What follows belongs to an exercise in optimizing a design on an open flow for small area; a production flow would make more cautious choices.
The RTL was checked by simulation tests, not by an equivalence proof against the original design.
Power figures rest on the tool's default switching activity, not on a simulated workload.

==> design/flow/config.mk <==
export PLATFORM = sky130hd
export DESIGN_NAME = vga
export DESIGN_NICKNAME = vga
export VERILOG_FILES = /design/flow/design.v
export SDC_FILE = /design/flow/constraint.sdc
export NUM_CORES = 4
export LEC_CHECK = 0
export CAP_MARGIN = 20
export CORE_MARGIN = 2
export CORE_UTILIZATION = 40
export SLEW_MARGIN = 20
==> design/flow/constraint.sdc <==
create_clock -name core_clock -period 10.0 [get_ports {clk}]
set_input_delay 2.0000 -clock core_clock [delete_from_list [all_inputs] [get_ports {clk}]]
set_output_delay 2.0000 -clock core_clock [all_outputs]
set_load 0.01 [all_outputs]
==> design/flow/design.v <==
module vga(clk, rst, reset, btnL, btnR, btnD, vga_h_sync, vga_v_sync, vga_R, vga_G, vga_B);
	input clk, rst, reset, btnL, btnR, btnD;
	output vga_h_sync, vga_v_sync;
	output [2:0] vga_R;
	output [2:0] vga_G;
	output [1:0] vga_B;
	reg rst_d;
	reg [1:0] ph;           
	reg [3:0] k;            
	reg [3:0] xq;
	reg [5:0] xr;
	reg [3:0] yq;
	reg [5:0] yr;
	wire en = (ph == 2'd0) & ~rst_d;
	wire xwrap = (xr == 6'd49);
	wire ystep = (xq == 4'd0) & (xr == 6'd9);
	always @(posedge clk) begin
		rst_d <= rst;
		if (rst) begin
			ph <= 2'd0;
			k  <= 4'd0;
			xq <= 4'd0;
			xr <= 6'd10;
			yq <= 4'd0;
			yr <= 6'd25;
		end else begin
			ph <= ph + 2'd1;
			if (en) begin
				k <= k + 4'd1;
				xr <= xwrap ? 6'd0 : xr + 6'd1;
				if (xwrap)
					xq <= xq + 4'd1;
				if (ystep) begin
					if (yq == 4'd10 && yr == 6'd49) begin
						yr <= 6'd25;
						yq <= 4'd0;
					end else if (yr == 6'd49) begin
						yr <= 6'd0;
						yq <= yq + 4'd1;
					end else
						yr <= yr + 6'd1;
				end
			end
		end
	end
	assign vga_h_sync = ~((xq == 4'd0 && xr >= 6'd10) || xq == 4'd1 || (xq == 4'd2 && xr <= 6'd5));
	assign vga_v_sync = ~(yq == 4'd0 && (yr == 6'd25 || yr == 6'd26));
	wire clk_en   = (ph == 2'd0) & (k == 4'd15);
	wire clk_en_d = (ph == 2'd1) & (k == 4'd0);
	reg [3:0] step_reset, step_left, step_right, step_down;
	always @(posedge clk)
		if (rst) begin
			step_reset <= 4'b0;
			step_left  <= 4'b0;
			step_right <= 4'b0;
			step_down  <= 4'b0;
		end else if (clk_en) begin
			step_reset <= {reset, step_reset[3:1]};
			step_left  <= {btnL, step_left[3:1]};
			step_right <= {btnR, step_right[3:1]};
			step_down  <= {btnD, step_down[3:1]};
		end
	wire p_ng = ~step_reset[0] & step_reset[1] & step_reset[2] & clk_en_d;
	wire p_l  = ~step_left[0]  & step_left[1]  & step_left[2]  & clk_en_d;
	wire p_r  = ~step_right[0] & step_right[1] & step_right[2] & clk_en_d;
	wire p_d  = ~step_down[0]  & step_down[1]  & step_down[2]  & clk_en_d;
	wire do_ng = p_ng;
	wire do_l  = ~p_ng & p_l;
	wire do_r  = ~p_ng & ~p_l & p_r;
	wire do_d  = ~p_ng & ~p_l & ~p_r & p_d;
	reg [48:0] bd;          
	reg [2:0] col;
	reg player;             
	reg [2:0] pc;           
	reg [2:0] prow;         
	reg rw, yw;
	reg lr, ly, res_r, res_y;
	wire [1:0] dir = k[3:2];    
	wire [1:0] a   = k[1:0];
	wire [1:0] i   = ph - 2'd2;
	wire upd = clk_en_d;
	wire [3:0] j = (i < a) ? {2'b00, i} - {2'b00, a} : {2'b00, i} - {2'b00, a} + 4'd1;
	wire [3:0] jv = (dir == 2'd0) ? {2'b00, i} + 4'd1 : j;
	wire [3:0] jn = 4'd0 - jv;
	reg [3:0] dc, dr;
	always @* begin
		case (dir)
			2'd0: begin dc = 4'd0; dr = jn; end
			2'd1: begin dc = jv;   dr = 4'd0; end
			2'd2: begin dc = jv;   dr = jn; end
			default: begin dc = jv; dr = jv; end
		endcase
	end
	wire [3:0] cc = {1'b0, pc} + dc;
	wire [3:0] rr = {1'b0, prow} + dr;
	wire cell_ok = ~cc[3] && (cc[2:0] != 3'd7) && ~rr[3] && (rr[2:0] <= 3'd5);
	wire [2:0] ca = upd ? col : cc[2:0];
	reg [6:0] vsel;
	always @* begin
		case (ca)
			3'd0: vsel = bd[6:0];
			3'd1: vsel = bd[13:7];
			3'd2: vsel = bd[20:14];
			3'd3: vsel = bd[27:21];
			3'd4: vsel = bd[34:28];
			3'd5: vsel = bd[41:35];
			3'd6: vsel = bd[48:42];
			default: vsel = 7'bx;
		endcase
	end
	wire [6:0] above = vsel >> (rr[2:0] + 3'd1);
	wire occ = |above;
	wire colr = vsel[rr[2:0]];
	wire m_r = cell_ok & occ & colr;
	wire m_y = cell_ok & occ & ~colr;
	wire line_on = (dir != 2'd0) || (a == 2'd0);
	wire full = vsel[6];
	reg [2:0] hsel;
	always @* begin
		casez (vsel[5:0])
			6'b1?????: hsel = 3'd5;
			6'b01????: hsel = 3'd4;
			6'b001???: hsel = 3'd3;
			6'b0001??: hsel = 3'd2;
			6'b00001?: hsel = 3'd1;
			default:   hsel = 3'd0;
		endcase
	end
	wire pnew = full ? player : ~player;
	wire winner = rw | yw;
	integer c, b;
	reg [6:0] v, vn;
	reg [48:0] bd_n;
	always @* begin
		bd_n = bd;
		for (c = 0; c < 7; c = c + 1) begin
			v = bd[7*c +: 7];
			for (b = 0; b < 7; b = b + 1) begin
				if ((v >> (b + 1)) != 0)
					vn[b] = v[b];
				else if (v[b])
					vn[b] = player;
				else if (b > 0)
					vn[b] = v[b - 1];
				else
					vn[b] = 1'b0;
			end
			if (do_d && !full && col == c)
				bd_n[7*c +: 7] = vn;
		end
	end
	always @(posedge clk) begin
		if (rst) begin
			bd <= {4{7'b0000001}} << 21 | {3{7'b0000101}};
			col <= 3'd3;
			player <= 1'b1;
			pc <= 3'd0;
			prow <= 3'd5;
			rw <= 1'b0;
			yw <= 1'b0;
		end else if (do_ng) begin
			bd <= {7{7'b0000001}};
			col <= 3'd3;
			player <= 1'b1;
			pc <= 3'd0;
			prow <= 3'd5;
			rw <= 1'b0;
			yw <= 1'b0;
		end else if (do_l) begin
			if (col != 3'd0)
				col <= col - 3'd1;
		end else if (do_r) begin
			if (col != 3'd6)
				col <= col + 3'd1;
		end else if (do_d) begin
			bd <= bd_n;
			player <= pnew;
			if (!full) begin
				pc <= col;
				prow <= hsel;
			end
			if (!winner) begin
				if (pnew && res_r)
					rw <= 1'b1;
				else if (!pnew && res_y)
					yw <= 1'b1;
			end
		end
	end
	always @(posedge clk) begin
		if (i == 2'd0) begin
			lr <= m_r;
			ly <= m_y;
		end else if (i == 2'd1) begin
			lr <= lr & m_r;
			ly <= ly & m_y;
		end
		if (upd) begin
			res_r <= 1'b0;
			res_y <= 1'b0;
		end else if (i == 2'd2 && line_on) begin
			res_r <= res_r | (lr & m_r);
			res_y <= res_y | (ly & m_y);
		end
	end
	wire x_in = (xq == 4'd3 && xr >= 6'd5) || (xq >= 4'd4 && xq <= 4'd14) || (xq == 4'd15 && xr <= 6'd44);
	wire y_in = (yq == 4'd1 && yr >= 6'd10) || (yq >= 4'd2 && yq <= 4'd9) || (yq == 4'd10 && yr <= 6'd39);
	wire inD = x_in & y_in;
	wire strip = (yq == 4'd2) && (yr != 6'd0) && (xq == {1'b0, col} + 4'd6) && (xr != 6'd0);
	wire board = ((xq >= 4'd6 && xq <= 4'd12) || (xq == 4'd13 && xr == 6'd0)) &&
	             ((yq >= 4'd3 && yq <= 4'd8) || (yq == 4'd9 && yr == 6'd0));
	wire grid = (xr == 6'd0) || (yr == 6'd0);
	wire square = (xq == 4'd14) && (xr != 6'd0) && (yq == 4'd8) && (yr != 6'd0);
	wire [3:0] dcq = xq - 4'd6;
	wire [3:0] drq = 4'd8 - yq;
	reg [6:0] vd;
	always @* begin
		case (dcq[2:0])
			3'd0: vd = bd[6:0];
			3'd1: vd = bd[13:7];
			3'd2: vd = bd[20:14];
			3'd3: vd = bd[27:21];
			3'd4: vd = bd[34:28];
			3'd5: vd = bd[41:35];
			3'd6: vd = bd[48:42];
			default: vd = 7'bx;
		endcase
	end
	wire [6:0] dabove = vd >> (drq[2:0] + 3'd1);
	wire d_occ = |dabove;
	wire d_col = vd[drq[2:0]];
	reg oR, oG, oB;
	reg nR, nG, nB;
	always @* begin
		if (!inD) begin
			nR = 0; nG = 0; nB = 0;
		end else if (strip) begin
			nR = 1; nG = ~player; nB = 0;
		end else if (board) begin
			if (grid) begin
				nR = 0; nG = 0; nB = 0;
			end else if (d_occ) begin
				nR = 1; nG = ~d_col; nB = 0;
			end else begin
				nR = 0; nG = 1; nB = 1;
			end
		end else if (square) begin
			if (rw) begin
				nR = 1; nG = 0; nB = 0;
			end else if (yw) begin
				nR = 1; nG = 1; nB = 0;
			end else begin
				nR = 0; nG = 1; nB = 0;
			end
		end else begin
			nR = 1; nG = 1; nB = 1;
		end
	end
	always @(posedge clk)
		if (rst) begin
			oR <= 0; oG <= 0; oB <= 0;
		end else begin
			oR <= nR; oG <= nG; oB <= nB;
		end
	assign vga_R = {3{oR}};
	assign vga_G = {3{oG}};
	assign vga_B = {2{oB}};
endmodule
==> design/flow/run.sh <==
#!/bin/bash
# synth_recipe.tcl (not shown) runs the flow's synth.tcl, then flattens the netlist and writes it again
# the make line also repeats each setting of config.mk as NAME=value (left out here)
make -C /OpenROAD-flow-scripts/flow DESIGN_CONFIG=/design/flow/config.mk WORK_HOME=/design/flow/orfs CLKGATE_MAP_FILE= SYNTH_SCRIPT=/design/flow/synth_recipe.tcl finish
==> flow_metrics.env, run 1 <==
export IMPL_status="no timing/DRC/antenna violations"
export IMPL_hold_viol_final=0
export IMPL_cp_start_kind="flop"
export IMPL_synth_nets=1038
export IMPL_post_cts_buffers=0
export IMPL_p_int_mw=0.729
export IMPL_holdBufCountCts=0
export IMPL_synth_edf_count=2
export IMPL_initialDrtViolationCount=594
export IMPL_fp_dieArea_sq_mm=0.0203
export IMPL_fin_nets=1000
export IMPL_cts_buffers=9
export IMPL_grt_pass1_vias=6612
export IMPL_cp_required_ps=10280
export IMPL_clk_latency_ps=370
export IMPL_stdcell_count=1187
export IMPL_start_util=0.409
export IMPL_cts_max_level=3
export IMPL_slew_limit_headroom=0.348
export IMPL_rows=50
export IMPL_cp_slowest_stage_delay_ps=1010
export IMPL_area_growth_synth_to_final_pct=6.72
export IMPL_fin_area_sq_mm=0.00818
export IMPL_ys_ff_latch=111
export IMPL_multiInputGateArea_sq_mm=0.00494
export IMPL_seq_power_share=0.458
export IMPL_grt_pass1_wl_mm=35.5
export IMPL_drive_gt1_frac=0.0630
export IMPL_diodes=0
export IMPL_power_density_mw_per_mm2=122
export IMPL_worst_pin_slew_ps=974
export IMPL_finalCriticalPeriod_ps=6070
export IMPL_ys_flop_type="dfxtp_1"
export IMPL_die_y_um=142
export IMPL_synth_compound_area_frac=0.236
export IMPL_crit_start="ph[0]"
export IMPL_fin_skew_ps=8.91
export IMPL_setup_viol=0
export IMPL_netlist_area_sq_mm=0.00767
export IMPL_cts_root_buf="clkbuf_16"
export IMPL_grt_remaining_overflow=0
export IMPL_seq_area_sq_mm=0.00224
export IMPL_route_detailed_drc=0
export IMPL_track_usage=0.220
export IMPL_slew_viol_final=0
export IMPL_ys_types=78
export IMPL_cts_sinks=111
export IMPL_p_sw_frac=0.272
export IMPL_cts_resized=0
export IMPL_rsz0062_at_grt="false"
export IMPL_synth_mux_area_frac=0.0419
export IMPL_dpl_hpwl_mm=15.5
export IMPL_peakVddDrop_mv=0.0946
export IMPL_viasPerCell=6.03
export IMPL_wirelength_mm=21.9
export IMPL_max_freq_mhz=165
export IMPL_synth_simple_area_share=0.245
export IMPL_holdCritStartpoint="step_left[0]"
export IMPL_dp_cells=1172
export IMPL_syn_inst=987
export IMPL_antenna_found_initial=0
export IMPL_p_leak_nw=2.94
export IMPL_synthArstFlopShare=0
export IMPL_die_x_um=142
export IMPL_seq_area_frac_synth=0.292
export IMPL_final_common_cell="nand2_1"
export IMPL_rr_startpoint="ph[0]"
export IMPL_path_clk_slew_ps=80
export IMPL_cts_tree="done"
export IMPL_place_area_sq_mm=0.00787
export IMPL_power_net_switching_mw=0.272
export IMPL_first_pass_iters=5
export IMPL_fillers=1906
export IMPL_syn_area_per_cell_sq_um=7.77
export IMPL_tns_ps=0
export IMPL_critPathKind="reg2reg"
export IMPL_dr_total_vias=7162
export IMPL_final_antenna_net_count=0
export IMPL_synth_warning_count=1
export IMPL_fin_crit_sh=0.607
export IMPL_core_area_sq_mm=0.0188
export IMPL_worst_ep_arrival_time_ps=6350
export IMPL_layout_common_cells="114 x nand2_1, 109 x dfxtp_1, 89 x a21oi_1, 82 x nor2_1, 45 x o21ai_0"
export IMPL_wl_per_cell_um=18.5
export IMPL_io_pins=16
export IMPL_crit_chain="inv_1 > ha_1 > fa_1 > inv_1 > ha_1 > mux2i_1 > nor2_1 > fa_1 > mux2_2 > a31oi_1 > a21oi_1 > o41ai_4 > nand2_1 > nor4b_1 > nand2_1 > or3_1 > a21oi_1"
export IMPL_synth_top_family_by_area="simple AND/OR/NAND/NOR gates"
export IMPL_end_kind="flop"
export IMPL_grt_max_degree=46
export IMPL_critical_path_slowest_cell="fa_1"
export IMPL_cap_violations=0
export IMPL_place_gp_congestion=0.985
export IMPL_synthAdderAreaFrac=0.0764
export IMPL_yosys_area_share_xor_xnor=0.0447
export IMPL_comb_power_share=0.142
export IMPL_p_total_mw=1.00
export IMPL_io_buffers=15
export IMPL_power_frac_clock=0.400
export IMPL_clockBufferDepth=2
export IMPL_critical_path_max_fanout=20
export IMPL_holdCritPathClass="reg2reg"
## kinds of logic (layout without fill, tap and decap cells)
group,Yosys count,after routing
AOI/OAI and AO/OA,274,274
adders and majority gates,45,45
and+or+nand+nor,372,372
DFF,111,111
xor gates and xnor gates,37,37
buffers and inverters,118,84
muxes,30,30
## cells in the mapped netlist, drive strengths merged (3+ instances only)
| master | number | area [sq um] |
|---|---|---|
| xnor2 | 17 | 168 |
| nor2 | 82 | 308 |
| a22oi | 9 | 67.6 |
| o41ai | 9 | 97.6 |
| a21oi | 89 | 445 |
| o311ai | 7 | 61.3 |
| a21o | 10 | 75.1 |
| a221oi | 8 | 70.1 |
| o22ai | 7 | 43.8 |
| a211oi | 6 | 45.0 |
| ha | 42 | 526 |
| inv | 42 | 158 |
| or3 | 13 | 81.3 |
| nand4b | 7 | 61.3 |
| nor4 | 8 | 56.3 |
| nand2 | 114 | 428 |
| or2 | 9 | 56.3 |
| a31oi | 15 | 93.8 |
| nor3b | 3 | 22.5 |
| mux2i | 13 | 130 |
| nand3b | 11 | 82.6 |
| o211ai | 10 | 75.1 |
| dfxtp | 109 | 2180 |
| o21bai | 4 | 30.0 |
| o32ai | 5 | 43.8 |
| or3b | 3 | 26.3 |
| clkbuf | 54 | 203 |
| o31ai | 10 | 75.1 |
| nor4b | 8 | 76.3 |
| nand3 | 22 | 110 |
| a311oi | 10 | 87.6 |
| o21ai | 46 | 230 |
| xor2 | 20 | 175 |
| nor3 | 34 | 170 |
| a222oi | 6 | 60.1 |
| mux2 | 17 | 191 |
| nand2b | 7 | 43.8 |
| and3 | 9 | 56.3 |
| buf | 21 | 126 |
| nor2b | 9 | 56.3 |
| nand4 | 23 | 150 |
| fa | 3 | 60.1 |
## state kept, by name, summed over array words and instances, names as in the netlist, 2 cells and up
| signal | cells |
|---|---|
| prow | 3 |
| col | 3 |
| step_reset | 4 |
| ph | 2 |
| yr | 6 |
| yq | 4 |
| k | 4 |
| step_right | 4 |
| bd | 49 |
| step_down | 4 |
| xr | 6 |
| step_left | 4 |
| pc | 3 |
| xq | 4 |
## critical path, delay by kind of cell (launching register included)
family,cells,cell delay [ps]
fa+ha+maj,4,1960
compound gates,4,1030
simple gates,5,1810
flops,1,400
mux,2,630
buf+inv,2,150
## per-layer routing
| layer | vias to the layer above | wire length (um) | track usage |
|---|---|---|---|
| met5 | - | 0 | 0 |
| met4 | 0 | 847 | 0.0974 |
| met3 | 54 | 1070 | 0.0377 |
| met2 | 206 | 9640 | 0.337 |
| met1 | 3382 | 10400 | 0.302 |
| li1 | 3520 | - | - |
## cell type report
class / count / share of cell area
Inverter: 43 / 0.0197
Multi-Input combinational cell: 758 / 0.603
Clock inverter: 6 / 0.0115
Timing Repair Buffer: 26 / 0.0284
Clock buffer: 9 / 0.0275
Sequential cell: 111 / 0.274
Tap cell: 234 / 0.0358
## per-stage QoR
stage	worst slack [ps]	util	hold slack (ps)
3_3_place_gp	4230	0.419	437
6_report	3930	0.436	451
2_1_floorplan	5120	-	425
4_1_cts	4050	0.436	455
3_5_place_dp	4060	0.419	443
5_1_grt	3590	0.436	478
## power groups by stage
stage | logic (mW) | registers (mW) | clock network (mW)
floorplan | 0.111 | 0.467 | 0
global placement | 0.139 | 0.469 | 0
detailed placement | 0.140 | 0.469 | 0
CTS | 0.141 | 0.459 | 0.413
global route | 0.159 | 0.460 | 0.426
finish | 0.142 | 0.459 | 0.401
## final timing paths
| path | cells after the start | slack [ps] | endpoint |
|---|---|---|---|
| worst max-delay path | 17 | 3930 | bd[10] |
| worst min-delay path | 2 | 450 | step_left[0] |
| worst max register to register | 17 | 3930 | bd[10] |
| worst min register to register | 2 | 450 | step_left[0] |
==> run 2: changes to the inputs <==
--- a/design/flow/design.v
+++ b/design/flow/design.v
@@ -109,48 +109,36 @@
 		endcase
 	end
-	wire [6:0] above = vsel >> (rr[2:0] + 3'd1);
-	wire occ = |above;
-	wire colr = vsel[rr[2:0]];
+	reg [2:0] hsel;         
+	always @* begin
+		casez (vsel)
+			7'b1??????: hsel = 3'd6;
+			7'b01?????: hsel = 3'd5;
+			7'b001????: hsel = 3'd4;
+			7'b0001???: hsel = 3'd3;
+			7'b00001??: hsel = 3'd2;
+			7'b000001?: hsel = 3'd1;
+			default:    hsel = 3'd0;
+		endcase
+	end
+	wire occ = rr[2:0] < hsel;
+	wire [2:0] sidx = hsel - 3'd1 - rr[2:0];
+	wire colr = vsel[sidx];
 	wire m_r = cell_ok & occ & colr;
 	wire m_y = cell_ok & occ & ~colr;
 	wire line_on = (dir != 2'd0) || (a == 2'd0);
 	wire full = vsel[6];
-	reg [2:0] hsel;
-	always @* begin
-		casez (vsel[5:0])
-			6'b1?????: hsel = 3'd5;
-			6'b01????: hsel = 3'd4;
-			6'b001???: hsel = 3'd3;
-			6'b0001??: hsel = 3'd2;
-			6'b00001?: hsel = 3'd1;
-			default:   hsel = 3'd0;
-		endcase
-	end
 	wire pnew = full ? player : ~player;
 	wire winner = rw | yw;
-	integer c, b;
-	reg [6:0] v, vn;
+	integer c;
 	reg [48:0] bd_n;
 	always @* begin
 		bd_n = bd;
-		for (c = 0; c < 7; c = c + 1) begin
-			v = bd[7*c +: 7];
-			for (b = 0; b < 7; b = b + 1) begin
-				if ((v >> (b + 1)) != 0)
-					vn[b] = v[b];
-				else if (v[b])
-					vn[b] = player;
-				else if (b > 0)
-					vn[b] = v[b - 1];
-				else
-					vn[b] = 1'b0;
-			end
+		for (c = 0; c < 7; c = c + 1)
 			if (do_d && !full && col == c)
-				bd_n[7*c +: 7] = vn;
-		end
+				bd_n[7*c +: 7] = {bd[7*c +: 6], player};
 	end
 	always @(posedge clk) begin
 		if (rst) begin
-			bd <= {4{7'b0000001}} << 21 | {3{7'b0000101}};
+			bd <= {{4{7'b0000001}}, {3{7'b0000110}}};
 			col <= 3'd3;
 			player <= 1'b1;
@@ -227,7 +215,19 @@
 		endcase
 	end
-	wire [6:0] dabove = vd >> (drq[2:0] + 3'd1);
-	wire d_occ = |dabove;
-	wire d_col = vd[drq[2:0]];
+	reg [2:0] hd;
+	always @* begin
+		casez (vd)
+			7'b1??????: hd = 3'd6;
+			7'b01?????: hd = 3'd5;
+			7'b001????: hd = 3'd4;
+			7'b0001???: hd = 3'd3;
+			7'b00001??: hd = 3'd2;
+			7'b000001?: hd = 3'd1;
+			default:    hd = 3'd0;
+		endcase
+	end
+	wire d_occ = drq[2:0] < hd;
+	wire [2:0] didx = hd - 3'd1 - drq[2:0];
+	wire d_col = vd[didx];
 	reg oR, oG, oB;
 	reg nR, nG, nB;
--- a/design/flow/config.mk
+++ b/design/flow/config.mk
@@ -6,4 +6,5 @@
 export NUM_CORES = 4
 export LEC_CHECK = 0
+export ABC_AREA = 1
 export CAP_MARGIN = 20
 export CORE_MARGIN = 2
==> flow_metrics.env, run 2 <==
export IMPL_antenna_found_initial=0
export IMPL_core_area_sq_mm=0.0173
export IMPL_ys_ff_latch=111
export IMPL_initialDrtViolationCount=403
export IMPL_track_usage=0.208
export IMPL_final_antenna_net_count=0
export IMPL_peakVddDrop_mv=0.133
export IMPL_netlist_area_sq_mm=0.00710
export IMPL_status="no timing/DRC/antenna violations"
export IMPL_worst_ep_arrival_time_ps=5700
export IMPL_synth_nets=1065
export IMPL_p_int_mw=0.701
export IMPL_clk_latency_ps=380
export IMPL_grt_remaining_overflow=0
export IMPL_die_y_um=137
export IMPL_io_buffers=15
export IMPL_ys_flop_type="dfxtp_1"
export IMPL_p_leak_nw=3.39
export IMPL_grt_pass1_vias=6123
export IMPL_holdCritPathClass="reg2reg"
export IMPL_p_sw_frac=0.321
export IMPL_grt_max_degree=42
export IMPL_cts_sinks=111
export IMPL_critical_path_max_fanout=13
export IMPL_cap_violations=0
export IMPL_seq_area_sq_mm=0.00224
export IMPL_path_clk_slew_ps=80
export IMPL_dr_total_vias=6460
export IMPL_rsz0062_at_grt="false"
export IMPL_area_growth_synth_to_final_pct=7.79
export IMPL_drive_gt1_frac=0.0536
export IMPL_hold_viol_final=0
export IMPL_holdBufCountCts=0
export IMPL_end_kind="flop"
export IMPL_die_x_um=137
export IMPL_first_pass_iters=7
export IMPL_synth_edf_count=2
export IMPL_cp_required_ps=10230
export IMPL_synth_top_area_share=0.307
export IMPL_viasPerCell=5.24
export IMPL_fp_dieArea_sq_mm=0.0188
export IMPL_multiInputGateArea_sq_mm=0.00406
export IMPL_tns_ps=0
export IMPL_wirelength_mm=18.6
export IMPL_rows=48
export IMPL_finalCriticalPeriod_ps=5470
export IMPL_dpl_hpwl_mm=14.3
export IMPL_diodes=0
export IMPL_syn_area_per_cell_sq_um=7.04
export IMPL_layout_common_cells="154 x inv_1, 134 x nand2_1, 109 x dfxtp_1, 104 x nor2_1, 95 x a21oi_1"
export IMPL_cp_start_kind="flop"
export IMPL_largest_reg_flops=49
export IMPL_setup_viol=0
export IMPL_slew_limit_headroom=0.401
export IMPL_post_synth_top_count_cell="inv_1"
export IMPL_cp_slowest_stage_delay_ps=560
export IMPL_seq_power_share=0.444
export IMPL_cp_common_cell="inv_1"
export IMPL_max_flop_register="bd"
export IMPL_start_util=0.411
export IMPL_cts_resized=0
export IMPL_cp_top_family="adder cells"
export IMPL_final_util=0.442
export IMPL_final_common_cell="inv_1"
export IMPL_netlist_top_cells_count="154 x inv_1, 134 x nand2_1, 109 x dfxtp_1"
export IMPL_crit_buf_inv=7
export IMPL_ys_types=51
export IMPL_max_freq_mhz=183
export IMPL_fillers=1801
export IMPL_cts_tree="done"
export IMPL_seq_area_frac_synth=0.316
export IMPL_cts_buffers=9
export IMPL_yosysTopAreaCell="dfxtp_1"
export IMPL_route_detailed_drc=0
export IMPL_top_regs="bd (49), xr (6), yr (6)"
export IMPL_io_pins=16
export IMPL_critPathKind="reg2reg"
export IMPL_post_cts_buffers=0
export IMPL_power_net_switching_mw=0.332
export IMPL_clockBufferDepth=2
export IMPL_syn_inst=1008
export IMPL_power_frac_clock=0.375
export IMPL_cts_max_level=3
export IMPL_fin_crit_sh=0.547
export IMPL_fin_nets=1060
export IMPL_wl_per_cell_um=15.1
export IMPL_fin_skew_ps=12.1
export IMPL_critical_path_slowest_cell="fa_1"
export IMPL_power_density_mw_per_mm2=135
export IMPL_worst_pin_slew_ps=890
export IMPL_place_gp_congestion=0.904
export IMPL_synth_warning_count=1
export IMPL_synth_area_leaders="dfxtp_1 31%, inv_1 8.1%, ha_1 8.1%"
export IMPL_comb_power_share=0.181
export IMPL_grt_pass1_wl_mm=30.7
export IMPL_slew_viol_final=0
export IMPL_cts_root_buf="clkbuf_16"
export IMPL_synthArstFlopShare=0
==> run 2: cells by family after synthesis <==
group	after synthesis	synth area share
compound gates	243	0.188
xor+xnor	18	0.0222
fa+ha+maj	51	0.0952
buf+inv	191	0.114
flops	111	0.316
simple gates	394	0.265
==> run 2: area by class of cell <==
type / count / share of cell area
clock buffers: 9 / 0.0294
clock inverters: 7 / 0.0119
inverters: 158 / 0.0775
multi-input cells: 706 / 0.530
flip-flops and latches: 111 / 0.293
well taps: 225 / 0.0368
repair buffers: 17 / 0.0216
==> run 2: routing by layer <==
metal  track usage  share of wire  vias to the layer above
li1              -              -                     3352
met1         0.284           0.48                     2928
met2         0.323           0.44                      143
met3        0.0430          0.050                       37
met4        0.0796          0.031                        0
met5             0              0                        -
==> run 2: worst min-delay path: cells and delay by family (launching register included) <==
family,cells,cell delay (ps)
buffers and inverters,1,60
AO/OA/AOI/OAI,1,60
flip-flops,1,310
==> run 2: path summary, 6_finish.rpt <==
path / start / cells past startpoint / to / slack, ps
max reg2reg: ph[0] / 31 / lr / 4530
max: ph[0] / 31 / lr / 4530
min: step_reset[0] / 2 / step_reset[0] / 460
min reg2reg: step_reset[0] / 2 / step_reset[0] / 460
==> run 2: power by group through the flow <==
stage	Sequential [mW]	Combinational, mW	Clock [mW]
2_1_floorplan	0.467	0.149	0
3_3_place_gp	0.469	0.186	0
3_5_place_dp	0.469	0.186	0
4_1_cts	0.459	0.187	0.397
5_1_grt	0.460	0.217	0.415
6_report	0.458	0.187	0.387
==> run 2: stage by stage <==
step                total power, mW  hold slack [ps]  worst slack, ps  area [sq um]  instances
finish                         1.03              461             4530          7650       1233
global placement              0.655              438             4670          7340       1217
CTS                            1.04              464             4570          7650       1233
global route                   1.09              496             3950          7650       1233
detailed placement            0.655              450             4610          7340       1217
floorplan                     0.616              428             5160          7100       1008

==> afterwards: timing with drivers on the ports <==
How much do the figures lean on ideal ports? The routed layouts below were timed once more, with nothing changed but the port constraints. Step 1, drivers: a clkbuf_16 drives clk and a buf_2 each remaining input, both assumed. Step 2 also shifts input and output timing later by t, the mid clock arrival at the registers, as if the neighbouring blocks saw the same clock. a / b / c = ideal ports / drivers / drivers and shift; a / b = the first two.
| run | t, ns | setup slack, ns | worst hold slack (ns) |
|---|---|---|---|
| run 1 | 0.410 | 3.934 / 3.934 / 3.934 | 0.451 / 0.451 / 0.451 |
| run 2 | 0.414 | 4.529 / 4.529 / 4.529 | 0.461 / 0.461 / 0.461 |
After both steps setup and hold are still met in every run listed.
